From an optimization exercise on the open Yosys and OpenROAD flow, aimed at small area and a short achievable clock period; shortcuts taken in it are not production practice. The RTL was checked by simulation tests, not by an equivalence proof against the original design.

==> 02-16 <==
// dsp
module dsp (
A0, A1, B0, B1, C0, C1, D0, D1,
E0, E1, F0, F1, G0, G1, H0, H1,
from_previous, add_previous, clk, mode_0, mode_1, reset,
result0, result1
);
==> flow/config.mk <==
export PLATFORM = sky130hd
export DESIGN_NAME = dsp
export DESIGN_NICKNAME = dsp
export VERILOG_FILES = /design/flow/design.v
export SDC_FILE = /design/flow/constraint.sdc
export NUM_CORES = 4
export LEC_CHECK = 0
export CAP_MARGIN = 20
export CORE_MARGIN = 2
export CORE_UTILIZATION = 40
export SLEW_MARGIN = 20
==> flow/constraint.sdc <==
create_clock -name core_clock -period 8.5 [get_ports {clk}]
set_input_delay 1.7000 -clock core_clock [delete_from_list [all_inputs] [get_ports {clk}]]
set_output_delay 1.7000 -clock core_clock [all_outputs]
set_load 0.01 [all_outputs]
run.sh (not shown) runs the stock make flow with config.mk's settings and CLKGATE_MAP_FILE= SYNTH_SCRIPT=/design/flow/synth_recipe.tcl, a recipe that flattens the netlist after the stock synthesis.
==> 05-18 (differences from 02-16) <==
--- a/flow/design.v
+++ b/flow/design.v
@@ -1,26 +1,26 @@
 module two_multipliers_one_adder(
 A0,
 A1,
 B0,
 B1,
 clk,
-sel_sum,
-sel_pair,
 sel_x,
+sel_y,
+sel_pair,
 P
 );
 input [17:0] A0;
 input [17:0] A1;
 input [17:0] B0;
 input [17:0] B1;
 input clk;
-input sel_sum;
-input sel_pair;
 input sel_x;
+input sel_y;
+input sel_pair;
 output [71:0] P;
 reg [17:0] A0_registered;
 reg [17:0] A1_registered;
 reg [8:0] B0_one, B0_two, B0_neg, B1_one, B1_two, B1_neg;
 reg B0_b17, B1_b17;
 wire [8:0] b0_one, b0_two, b0_neg, b1_one, b1_two, b1_neg;
 wire b0_b17, b1_b17;
@@ -38,26 +38,28 @@
     B0_one <= b0_one; B0_two <= b0_two; B0_neg <= b0_neg; B0_b17 <= b0_b17;
     B1_one <= b1_one; B1_two <= b1_two; B1_neg <= b1_neg; B1_b17 <= b1_b17;
     xs <= xs_w;
     xc <= xc_w;
     ys <= ys_w;
     yc <= yc_w;
 end
-wire [35:0] A0xB0 = xs[35:0] + xc[35:0];
-wire [35:0] A1xB1 = ys[35:0] + yc[35:0];
-wire [36:0] t1s = xs ^ xc ^ ys;
-wire [36:0] t1c = (xs & xc) | (xs & ys) | (xc & ys);
+wire [36:0] q0 = xs & {37{sel_x}};
+wire [36:0] q1 = xc & {37{sel_x}};
+wire [36:0] q2 = ys & {37{sel_y}};
+wire [36:0] q3 = yc & {37{sel_y}};
+wire [36:0] t1s = q0 ^ q1 ^ q2;
+wire [36:0] t1c = (q0 & q1) | (q0 & q2) | (q1 & q2);
 wire [36:0] t1cs = {t1c[35:0], 1'b0};
-wire [36:0] t2s = t1s ^ t1cs ^ yc;
-wire [36:0] t2c = (t1s & t1cs) | (t1s & yc) | (t1cs & yc);
-wire [36:0] tempsum = t2s + {t2c[35:0], 1'b0};
+wire [36:0] t2s = t1s ^ t1cs ^ q3;
+wire [36:0] t2c = (t1s & t1cs) | (t1s & q3) | (t1cs & q3);
+wire [36:0] lo = t2s + {t2c[35:0], 1'b0};
+wire [35:0] A0xB0 = xs[35:0] + xc[35:0];
 assign P[71:37] = {35{sel_pair}} & A0xB0[35:1];
-assign P[36]    = (sel_pair & A0xB0[0]) | (sel_sum & tempsum[36]);
-assign P[35:0]  = ({36{sel_pair}} & A1xB1) | ({36{sel_sum}} & tempsum[35:0])
-                | ({36{sel_x}} & A0xB0);
+assign P[36]    = (sel_pair & A0xB0[0]) | lo[36];
+assign P[35:0]  = lo[35:0];
 endmodule
 module booth18(b, one, two, neg, b17);
   input [17:0] b;
   output [8:0] one;
   output [8:0] two;
   output [8:0] neg;
   output b17;
@@ -694,91 +696,97 @@
 A0,
 B0,
 C0,
 clk,
 add_previous,
 reset,
 mode_0,
+reset_d,
 S
 );
 input [71:0] A0;
 input [71:0] B0;
 input [43:0] C0;
 input clk;
 input reset;
 input add_previous;
 input mode_0;
+input reset_d;    
 output [143:0] S;
 reg [35:0] A0_reg;
 reg [35:0] B0_reg;
 reg [143:0] S_temp;
 wire pass = mode_0 & ~reset;
 wire acc  = ~mode_0 & ~reset;
-wire [43:0] x = {8'd0, A0_reg};
-wire [43:0] y = {8'd0, B0_reg};
+wire [35:0] a0 = A0_reg & {36{~reset_d}};
+wire [35:0] b0 = B0_reg & {36{~reset_d}};
+wire [43:0] x = {8'd0, a0};
+wire [43:0] y = {8'd0, b0};
 wire [43:0] cs_s = x ^ y ^ C0;
 wire [43:0] cs_c = (x & y) | (x & C0) | (y & C0);
 wire [43:0] with_prev = cs_s + {cs_c[42:0], 1'b0};
-wire [36:0] no_prev = A0_reg + B0_reg;
+wire [36:0] no_prev = a0 + b0;
 wire [43:0] accumulated = add_previous ? with_prev : {7'd0, no_prev};
 always @(posedge clk) begin
     A0_reg <= A0[35:0];
     B0_reg <= B0[35:0];
     S_temp[143:100] <= ({44{pass}} & {A0[71:28]}) | ({44{acc}} & accumulated);
     S_temp[99:72]   <= {28{pass}} & A0[27:0];
     S_temp[71:0]    <= {72{pass}} & B0;
 end
 assign S = S_temp;
 endmodule
 module half_dsp (
 A0, A1, B0, B1, C0, C1, D0, D1,
-sel_sum, sel_pair, sel_x, mode_0,
+sel_x, sel_y, sel_pair, reset_d, mode_0,
 from_previous, add_previous, clk, reset,
 result
 );
 input [17:0] A0;
 input [17:0] A1;
 input [17:0] B0;
 input [17:0] B1;
 input [17:0] C0;
 input [17:0] C1;
 input [17:0] D0;
 input [17:0] D1;
-input sel_sum;
-input sel_pair;
 input sel_x;
+input sel_y;
+input sel_pair;
+input reset_d;
 input mode_0;
 input [43:0] from_previous;
 input add_previous;
 input clk;
 input reset;
 output [143:0] result;
 wire [71:0] p0;
 wire [71:0] p1;
 two_multipliers_one_adder m0(
 .A0 (A0), .A1 (A1), .B0 (B0), .B1 (B1),
 .clk (clk),
-.sel_sum (sel_sum), .sel_pair (sel_pair), .sel_x (sel_x),
+.sel_x (sel_x), .sel_y (sel_y), .sel_pair (sel_pair),
 .P (p0)
 );
 two_multipliers_one_adder m1(
 .A0 (C0), .A1 (C1), .B0 (D0), .B1 (D1),
 .clk (clk),
-.sel_sum (sel_sum), .sel_pair (sel_pair), .sel_x (sel_x),
+.sel_x (sel_x), .sel_y (sel_y), .sel_pair (sel_pair),
 .P (p1)
 );
 accumulate m2(
 .A0 (p0),
 .B0 (p1),
 .C0 (from_previous),
 .add_previous (add_previous),
 .S (result),
 .clk (clk),
 .mode_0 (mode_0),
-.reset (reset)
+.reset (reset),
+.reset_d (reset_d)
 );
 endmodule
 module dsp (
 A0, A1, B0, B1, C0, C1, D0, D1,
 E0, E1, F0, F1, G0, G1, H0, H1,
 from_previous, add_previous, clk, mode_0, mode_1, reset,
 result0, result1
@@ -804,43 +812,40 @@
 input reset;
 input mode_0;
 input mode_1;
 input add_previous;
 output [143:0] result0;
 output [143:0] result1;
 reg reset_d;
-reg sel_sum;    
-reg sel_pair;   
 reg sel_x;      
+reg sel_y;      
+reg sel_pair;   
 always @(posedge clk) begin
     reset_d  <= reset;
-    sel_sum  <= ~reset & ~reset_d & ~mode_0 & ~mode_1;
+    sel_x    <= ~reset & ~reset_d & (mode_1 | ~mode_0);
+    sel_y    <= ~reset & ~reset_d & ~mode_1;
     sel_pair <= ~reset & ~reset_d &  mode_0 & ~mode_1;
-    sel_x    <= ~reset & ~reset_d &  mode_1;
 end
-wire sel_sum_e  = sel_sum & ~reset;
-wire sel_pair_e = sel_pair & ~reset;
-wire sel_x_e    = sel_x & ~reset;
 wire [143:0] the_output0;
 wire [143:0] the_output1;
 half_dsp m0(
 .A0 (A0), .A1 (A1), .B0 (B0), .B1 (B1),
 .C0 (C0), .C1 (C1), .D0 (D0), .D1 (D1),
-.sel_sum (sel_sum_e), .sel_pair (sel_pair_e), .sel_x (sel_x_e),
+.sel_x (sel_x), .sel_y (sel_y), .sel_pair (sel_pair), .reset_d (reset_d),
 .mode_0 (mode_0),
 .from_previous (from_previous),
 .add_previous (add_previous),
 .clk (clk),
 .reset (reset),
 .result (the_output0)
 );
 half_dsp m1(
 .A0 (E0), .A1 (E1), .B0 (F0), .B1 (F1),
 .C0 (G0), .C1 (G1), .D0 (H0), .D1 (H1),
-.sel_sum (sel_sum_e), .sel_pair (sel_pair_e), .sel_x (sel_x_e),
+.sel_x (sel_x), .sel_y (sel_y), .sel_pair (sel_pair), .reset_d (reset_d),
 .mode_0 (mode_0),
 .from_previous (the_output0[71:28]),
 .add_previous (add_previous),
 .clk (clk),
 .reset (reset),
 .result (the_output1)
 );
--- a/flow/config.mk
+++ b/flow/config.mk
@@ -4,8 +4,9 @@
 export VERILOG_FILES = /design/flow/design.v
 export SDC_FILE = /design/flow/constraint.sdc
 export NUM_CORES = 4
 export LEC_CHECK = 0
 export CAP_MARGIN = 20
 export CORE_MARGIN = 2
 export CORE_UTILIZATION = 40
+export SETUP_SLACK_MARGIN = 4.0
 export SLEW_MARGIN = 20
==> 03-12 (differences from 02-16) <==
--- a/flow/config.mk
+++ b/flow/config.mk
@@ -4,8 +4,9 @@
 export VERILOG_FILES = /design/flow/design.v
 export SDC_FILE = /design/flow/constraint.sdc
 export NUM_CORES = 4
 export LEC_CHECK = 0
 export CAP_MARGIN = 20
 export CORE_MARGIN = 2
 export CORE_UTILIZATION = 40
+export SETUP_SLACK_MARGIN = 4.0
 export SLEW_MARGIN = 20
==> 04-03 (differences from 02-16) <==
--- a/flow/config.mk
+++ b/flow/config.mk
@@ -4,8 +4,9 @@
 export VERILOG_FILES = /design/flow/design.v
 export SDC_FILE = /design/flow/constraint.sdc
 export NUM_CORES = 4
 export LEC_CHECK = 0
 export CAP_MARGIN = 20
 export CORE_MARGIN = 2
 export CORE_UTILIZATION = 40
+export SETUP_SLACK_MARGIN = 4.6
 export SLEW_MARGIN = 20
==> comparison table <==
	03-12	02-16	04-03	05-18
Xor/xnor share of the synthesized area	13.6%	13.6%	13.6%	13.3%
Worst Hold Endpoint	sel_x	sel_sum	sel_x	m1.m0.xc[0]
Total cell area at the placement stage	134000 sq um	134000 sq um	134000 sq um	128000 sq um
Met2 demand-to-capacity share in global routing	44.3%	44.7%	43.8%	45.1%
Buffers excl. clock	812	746	963	960
Vias per std cell	5.66	5.66	5.67	5.56
Number of non-clock inverters	1560	1560	1560	1561
Result of the run	complete, no violations	complete, no violations	complete, no violations	complete, no violations
Layout fillers	30.0k	30.1k	29.7k	28.2k
Inserted tap cell count	4140	4140	4140	3939
Unrepaired setup endpoints after global routing	true	false	true	true
Number of antenna cells inserted	14	19	16	21
Multiplexer fraction of the synthesized cell area	0.483%	0.483%	0.483%	0.480%
Via count of the first global-routing pass	99.6k	98.7k	98.8k	94.1k
Routability Congestion	0.980	0.985	1.00	1.01
1st-iter DRT viols	9658	9831	10.5k	9495

[afterwards: timing with drivers on the ports]
No port has a modelled driver above. Below, the same layouts with a new extraction and two added sets of constraints. Step 1 sets driving cells, clkbuf_16 on the clock port and buf_2 on the other inputs (assumed; they add their load-dependent delay and slew). Step 2 adds t to the input delays and takes it off the output delays; t is the mean of the earliest and latest rising clock arrival at the registers after step 1. Input paths then give back, and output paths get back, about the clock's delay inside the block. a / b / c = ideal ports / drivers / drivers and shift; a / b = the first two.
run	shift t [ns]	slack for setup (ns)	worst setup path after step 2
02-16	1.020	3.193 / 3.277 / 2.257	input to register
05-18	0.972	3.891 / 3.891 / 3.097	input to register
03-12	0.983	3.930 / 3.930 / 3.196	input to register
04-03	0.992	3.899 / 3.899 / 3.154	input to register
After both steps setup and hold are still met in every run listed. The setup slack of 02-16, which loses most, moves by +0.084 ns with the drivers and by -0.936 ns with both steps.
